Background: an optimization exercise with open tools, aiming at small area and few clock cycles. Do not read the settings as production practice. Only simulation tests tie the RTL to the original design; equivalence was not proved. No activity file was given, so power comes from the tool's default toggle rates.

== north ==
==> flow/design.v <==
module alu_add(a, b, sub, sum);
    input [31:0] a, b;
    input sub;
    output [32:0] sum;
    wire [31:0] bx = sub ? ~b : b;
    assign sum = {1'b0, a} + {1'b0, bx} + {32'd0, sub};
endmodule
module alu_muxi(a, b, s, y);
    input a, b, s;
    output y;
    assign y = ~(s ? b : a);
endmodule
module alu_shift(a, sh, shl, arith, sr);
    input [31:0] a;
    input [4:0] sh;
    input shl, arith;
    output [31:0] sr;
    wire fill_n = ~(arith & a[31]);           
    wire fill = arith & a[31];
    wire [31:0] x [0:5];
    genvar i, l;
    generate
        for (i = 0; i < 32; i = i + 1) begin : l0
            alu_muxi m (.a(a[i]), .b(a[31-i]), .s(shl), .y(x[0][i]));
        end
        for (l = 0; l < 5; l = l + 1) begin : lv
            for (i = 0; i < 32; i = i + 1) begin : bt
                if (i + (1 << l) < 32) begin : in
                    alu_muxi m (.a(x[l][i]), .b(x[l][i + (1 << l)]), .s(sh[l]), .y(x[l+1][i]));
                end else begin : fl
                    alu_muxi m (.a(x[l][i]), .b((l % 2 == 0) ? fill_n : fill), .s(sh[l]), .y(x[l+1][i]));
                end
            end
        end
    endgenerate
    assign sr = x[5];
endmodule
module rf_aoi3(s, d, y);
    input [2:0] s;
    input [2:0] d;
    output y;
    assign y = ~((s[0] & d[0]) | (s[1] & d[1]) | (s[2] & d[2]));
endmodule
module rf_read(sel, q, y);
    input [31:1] sel;
    input [32*31-1:0] q;    
    output [31:0] y;
    genvar b, g;
    generate
        for (b = 0; b < 32; b = b + 1) begin : bt
            wire [10:0] n;
            for (g = 0; g < 10; g = g + 1) begin : grp
                rf_aoi3 a(.s(sel[3*g+3:3*g+1]),
                          .d({q[32*(3*g+2)+b], q[32*(3*g+1)+b], q[32*(3*g)+b]}),
                          .y(n[g]));
            end
            assign n[10] = ~(sel[31] & q[32*30+b]);
            assign y[b] = ~&n;
        end
    endgenerate
endmodule
module pipeline_top(clk,rst,imem_addr,imem_rdata,dmem_addr,dmem_wdata,dmem_wstrb,dmem_rdata);
    input clk,rst;
    output [31:0] imem_addr;
    input [31:0] imem_rdata;
    output [31:0] dmem_addr,dmem_wdata;
    output [3:0] dmem_wstrb;
    input [31:0] dmem_rdata;
    reg [31:2] pc;
    assign imem_addr = {pc, 2'b00};
    wire [31:0] ins = imem_rdata;
    wire [2:0] f3 = ins[14:12];
    wire is_load   = ~ins[6] & ~ins[5] & ~ins[4];
    wire is_opimm  = ~ins[6] & ~ins[5] &  ins[4];
    wire is_store  = ~ins[6] &  ins[5] & ~ins[4];
    wire is_op     = ~ins[6] &  ins[5] &  ins[4];
    wire is_branch =  ins[6] & ~ins[2];
    wire is_jalr   =  ins[6] &  ins[2] & ~ins[3];
    wire is_jal    =  ins[6] &  ins[3];
    wire is_alu    = ~ins[6] & ins[4];           
    wire [31:0] rs1, rs2, wb;
    wire reg_we = rst & ~is_store & ~is_branch;
    wire [4:0] ra1 = ins[19:15], ra2 = ins[24:20], wa = ins[11:7];
    wire [32*31-1:0] rq;
    wire [31:1] sel1, sel2;
    genvar g;
    generate
        for (g = 1; g < 32; g = g + 1) begin : r
            reg [31:0] x;
            always @(posedge clk)
                if (reg_we && wa == g)
                    x <= wb;
            assign rq[32*(g-1) +: 32] = x;
            assign sel1[g] = (ra1 == g);
            assign sel2[g] = (ra2 == g);
        end
    endgenerate
    rf_read rd1 (.sel(sel1), .q(rq), .y(rs1));
    rf_read rd2 (.sel(sel2), .q(rq), .y(rs2));
    wire [31:0] imm_is = {{21{ins[31]}}, ins[30:25], is_store ? ins[11:7] : ins[24:20]};
    wire use_rs2 = is_op | is_branch;
    wire [31:0] b = use_rs2 ? rs2 : imm_is;
    wire sub = is_branch | (is_alu & (f3[1] & ~f3[2])) | (is_op & ins[30] & (f3 == 3'b000));
    wire [32:0] sum;
    alu_add add (.a(rs1), .b(b), .sub(sub), .sum(sum));
    wire ltu = ~sum[32];
    wire lt = (rs1[31] ^ b[31]) ? rs1[31] : sum[31];
    wire [31:0] p = rs1 ^ b;
    wire [31:0] gn = rs1 & b;
    wire eq = ~|p;
    integer k;
    wire [31:0] sr;
    alu_shift shf (.a(rs1), .sh(b[4:0]), .shl(~f3[2]), .arith(ins[30] & f3[2]), .sr(sr));
    reg [31:0] sl;
    always @(*) for (k = 0; k < 32; k = k + 1) sl[k] = sr[31-k];
    wire [1:0] ba = sum[1:0];
    assign dmem_addr = sum[31:0];
    assign dmem_wdata = {
        f3[1] ? rs2[31:24] : (f3[0] ? rs2[15:8] : rs2[7:0]),
        f3[1] ? rs2[23:16] : rs2[7:0],
        (f3[1] | f3[0]) ? rs2[15:8] : rs2[7:0],
        rs2[7:0]};
    wire [3:0] strb = f3[1] ? 4'b1111 :
                      f3[0] ? (ba[1] ? 4'b1100 : 4'b0011) :
                      (4'b0001 << ba);
    assign dmem_wstrb = (rst & is_store) ? strb : 4'b0000;
    wire [31:2] pc_inc = pc + 30'd1;
    wire [31:2] imm_bj = {{12{ins[31]}}, is_jal ? ins[19:12] : {8{ins[31]}},
                          is_jal ? ins[20] : ins[7], ins[30:25],
                          is_jal ? ins[24:22] : ins[11:9]};
    wire [29:0] tg [0:5];
    wire [29:0] tp [0:5];
    assign tg[0] = pc & imm_bj;
    assign tp[0] = pc ^ imm_bj;
    genvar tl, ti;
    generate
        for (tl = 0; tl < 5; tl = tl + 1) begin : tlv
            for (ti = 0; ti < 30; ti = ti + 1) begin : tbt
                if ((ti >> tl) & 1) begin : c
                    assign tg[tl+1][ti] = tg[tl][ti] | (tp[tl][ti] & tg[tl][((ti >> tl) << tl) - 1]);
                    assign tp[tl+1][ti] = tp[tl][ti] & tp[tl][((ti >> tl) << tl) - 1];
                end else begin : n
                    assign tg[tl+1][ti] = tg[tl][ti];
                    assign tp[tl+1][ti] = tp[tl][ti];
                end
            end
        end
    endgenerate
    wire [31:2] pc_tgt = tp[0] ^ {tg[5][28:0], 1'b0};
    wire cond = f3[0] ^ (f3[2] ? (f3[1] ? ltu : lt) : eq);
    wire take = is_jal | (is_branch & cond);
    wire [31:2] pc_next = ({30{is_jalr}} & sum[31:2]) |
                          ({30{take}} & pc_tgt) |
                          ({30{~is_jalr & ~take}} & pc_inc);
    wire s_add = is_alu & (f3 == 3'b000);
    wire s_sll = is_alu & (f3 == 3'b001);
    wire s_slt = is_alu & (f3 == 3'b010);
    wire s_sltu = is_alu & (f3 == 3'b011);
    wire s_sr  = is_alu & (f3 == 3'b101);
    wire s_p   = is_alu & (f3 == 3'b100 || f3 == 3'b110);    
    wire s_g   = is_alu & (f3 == 3'b110 || f3 == 3'b111);    
    wire s_pc  = ins[6];
    wire l_w   = is_load & f3[1];
    wire l_h   = is_load & ~f3[1] & f3[0];
    wire l_b   = is_load & ~f3[1] & ~f3[0];
    wire [3:0] l_lane0 = {4{is_load}} & (4'b0001 << ba);        
    wire l_mid_lo = l_w | (l_h & ~ba[1]);                        
    wire l_mid_hi = l_h & ba[1];                                 
    wire [7:0] lbyte = ba[1] ? (ba[0] ? dmem_rdata[31:24] : dmem_rdata[23:16])
                             : (ba[0] ? dmem_rdata[15:8]  : dmem_rdata[7:0]);
    wire lsign = ~f3[2] & (f3[0] ? (ba[1] ? dmem_rdata[31] : dmem_rdata[15]) : lbyte[7]);
    wire l_ext_mid = l_b & lsign;                                
    wire l_ext_hi = (l_b | l_h) & lsign;                         
    wire [31:0] ld_part;
    assign ld_part[7:0] = ({8{l_lane0[0]}} & dmem_rdata[7:0]) | ({8{l_lane0[1]}} & dmem_rdata[15:8]) |
                          ({8{l_lane0[2]}} & dmem_rdata[23:16]) | ({8{l_lane0[3]}} & dmem_rdata[31:24]);
    assign ld_part[15:8] = ({8{l_mid_lo}} & dmem_rdata[15:8]) | ({8{l_mid_hi}} & dmem_rdata[31:24]) |
                           {8{l_ext_mid}};
    assign ld_part[31:16] = ({16{l_w}} & dmem_rdata[31:16]) | {16{l_ext_hi}};
    assign wb = ({32{s_add}} & sum[31:0]) |
                ({32{s_sll}} & sl) |
                ({32{s_sr}} & sr) |
                ({32{s_p}} & p) |
                ({32{s_g}} & gn) |
                {31'd0, (s_slt & lt) | (s_sltu & ltu)} |
                ({32{s_pc}} & {pc_inc, 2'b00}) |
                ld_part;
    always @(posedge clk or negedge rst) begin
        if (!rst)
            pc <= 30'd0;
        else
            pc <= pc_next;
    end
endmodule
clock: 10.0 ns
lec_check: 0
cap_margin: 20
core_margin: 2
core_utilization: 50
cts_buf_list: sky130_fd_sc_hd__clkbuf_8
cts_cluster_diameter: 60
cts_cluster_size: 16
gpl_timing_driven: 0
setup_slack_margin: 0.5
slew_margin: 20
synth_hierarchical: 1
synth_minimum_keep_size: 0
standard.sh (not shown) runs the stock make flow with config.mk's settings and CLKGATE_MAP_FILE= SYNTH_SCRIPT=/design/flow/synth_recipe.tcl, a recipe that flattens the netlist after the stock synthesis.
==> flow/flow/run.sh <==
#!/bin/bash
here=$(pwd)
export BUFFER_PORTS_ARGS="-buffer_cell sky130_fd_sc_hd__buf_2"
for step in FLOORPLAN GLOBAL_PLACE RESIZE REPAIR_TIMING_POST_PLACE DETAIL_PLACE CTS GLOBAL_ROUTE DETAIL_ROUTE; do
    export PRE_${step}_TCL=$here/flow/dont_use.tcl
done
export CTS_ARGS="-sink_clustering_enable -repair_clock_nets -sink_clustering_size 16 -sink_clustering_max_diameter 60 -buf_list sky130_fd_sc_hd__clkbuf_8 -dont_use_dummy_load"
bash standard.sh > standard.log 2>&1
status=$?
grep -l "dont_use.tcl: large buffers" orfs/logs/*/*/*/*.log > hooks_applied.log 2>&1
exit $status
==> flow/flow/dont_use.tcl <==
set_dont_use {sky130_fd_sc_hd__buf_6 sky130_fd_sc_hd__buf_8 sky130_fd_sc_hd__buf_12
              sky130_fd_sc_hd__buf_16 sky130_fd_sc_hd__bufbuf_8 sky130_fd_sc_hd__bufbuf_16
              sky130_fd_sc_hd__clkbuf_16 sky130_fd_sc_hd__bufinv_8 sky130_fd_sc_hd__bufinv_16
              sky130_fd_sc_hd__clkdlybuf4s50_1 sky130_fd_sc_hd__clkdlybuf4s50_2}
puts "flow/dont_use.tcl: large buffers set dont_use"
Testbench counts of north, summed over its fixed seeds: cycles 25,674.
For south, these inputs were changed with respect to north:
diff --git a/flow/design.v b/flow/design.v
--- a/flow/design.v
+++ b/flow/design.v
@@ -1,12 +1,30 @@
 module alu_add(a, b, sub, sum);
     input [31:0] a, b;
     input sub;
     output [32:0] sum;
     wire [31:0] bx = sub ? ~b : b;
-    assign sum = {1'b0, a} + {1'b0, bx} + {32'd0, sub};
+    wire [32:0] g [0:6];
+    wire [32:0] p [0:6];
+    assign g[0] = {a & bx, sub};
+    assign p[0] = {a ^ bx, 1'b0};
+    genvar l, i;
+    generate
+        for (l = 0; l < 6; l = l + 1) begin : lv
+            for (i = 0; i < 33; i = i + 1) begin : bt
+                if ((i >> l) & 1) begin : c
+                    assign g[l+1][i] = g[l][i] | (p[l][i] & g[l][((i >> l) << l) - 1]);
+                    assign p[l+1][i] = p[l][i] & p[l][((i >> l) << l) - 1];
+                end else begin : n
+                    assign g[l+1][i] = g[l][i];
+                    assign p[l+1][i] = p[l][i];
+                end
+            end
+        end
+    endgenerate
+    assign sum = {g[6][32], p[0][32:1] ^ g[6][31:0]};
 endmodule
 module alu_muxi(a, b, s, y);
     input a, b, s;
     output y;
     assign y = ~(s ? b : a);
 endmodule
@@ -31,12 +49,29 @@
                     alu_muxi m (.a(x[l][i]), .b((l % 2 == 0) ? fill_n : fill), .s(sh[l]), .y(x[l+1][i]));
                 end
             end
         end
     endgenerate
     assign sr = x[5];
+endmodule
+module pc_ha(a, b, s, c);
+    input a, b;
+    output s, c;
+    assign {c, s} = a + b;
+endmodule
+module pc_incr(pc, y);
+    input [29:0] pc;
+    output [29:0] y;
+    wire [30:0] c;
+    assign c[0] = 1'b1;
+    genvar i;
+    generate
+        for (i = 0; i < 30; i = i + 1) begin : h
+            pc_ha u (.a(pc[i]), .b(c[i]), .s(y[i]), .c(c[i+1]));
+        end
+    endgenerate
 endmodule
 module rf_aoi3(s, d, y);
     input [2:0] s;
     input [2:0] d;
     output y;
     assign y = ~((s[0] & d[0]) | (s[1] & d[1]) | (s[2] & d[2]));
@@ -121,13 +156,14 @@
         (f3[1] | f3[0]) ? rs2[15:8] : rs2[7:0],
         rs2[7:0]};
     wire [3:0] strb = f3[1] ? 4'b1111 :
                       f3[0] ? (ba[1] ? 4'b1100 : 4'b0011) :
                       (4'b0001 << ba);
     assign dmem_wstrb = (rst & is_store) ? strb : 4'b0000;
-    wire [31:2] pc_inc = pc + 30'd1;
+    wire [31:2] pc_inc;
+    pc_incr pinc (.pc(pc), .y(pc_inc));
     wire [31:2] imm_bj = {{12{ins[31]}}, is_jal ? ins[19:12] : {8{ins[31]}},
                           is_jal ? ins[20] : ins[7], ins[30:25],
                           is_jal ? ins[24:22] : ins[11:9]};
     wire [29:0] tg [0:5];
     wire [29:0] tp [0:5];
     assign tg[0] = pc & imm_bj;
--- outcome ---
- Having completed the whole flow, south delivered a layout that passed the timing, design-rule and antenna checks.
- south ends up with higher clock group share of total power than north does.
- Going from north to south, flip-flop and latch share of the layout cell area grows by 0.28 points.
- Diff north -> south | slack of the critical path | increase of 0.021 ns
- Against north, routed wire length in south came out better.
- Switching share of power | south below north
- Taking north as the reference, in south global-route wire length before repair shrank by about 5%, xor and xnor fraction of the mapped netlist area shrank by 0.43 points.
- Summary — filler cell count in the final layout, south relative to north: lower, by about 1.4%.
Testbench counts of south, summed over its fixed seeds: cycles 25,674.

what the ideal ports hide:
How much do the figures lean on ideal ports? The routed layouts below were timed once more, with nothing changed but the port constraints. Step 1 assumes that a clkbuf_16 drives the clock port and a buf_2 every other input. Step 2, shift: input delay + t, output delay - t, t = (earliest + latest rising clock arrival at the registers) / 2. This alone moves slack from input paths to output paths. Slacks: no drivers / after step 1 / after step 2; pairs: no drivers / after step 1.
| run | shift t [ns] | setup WS [ns] | hold WS [ns] | worst setup path after step 2 | pins driven straight from the clock port |
|---|---|---|---|---|---|
| north | 0.832 | 0.335 / 0.309 / 0.297 | 0.630 / 0.630 / 0.630 | input to register | 1 |
| south | 0.803 | 0.356 / 0.293 / 0.115 | 0.735 / 0.735 / 0.735 | input to register | 1 |
After both steps setup and hold are still met in every run listed. The setup slack of south, which loses most, moves by -0.063 ns with the drivers and by -0.241 ns with both steps.
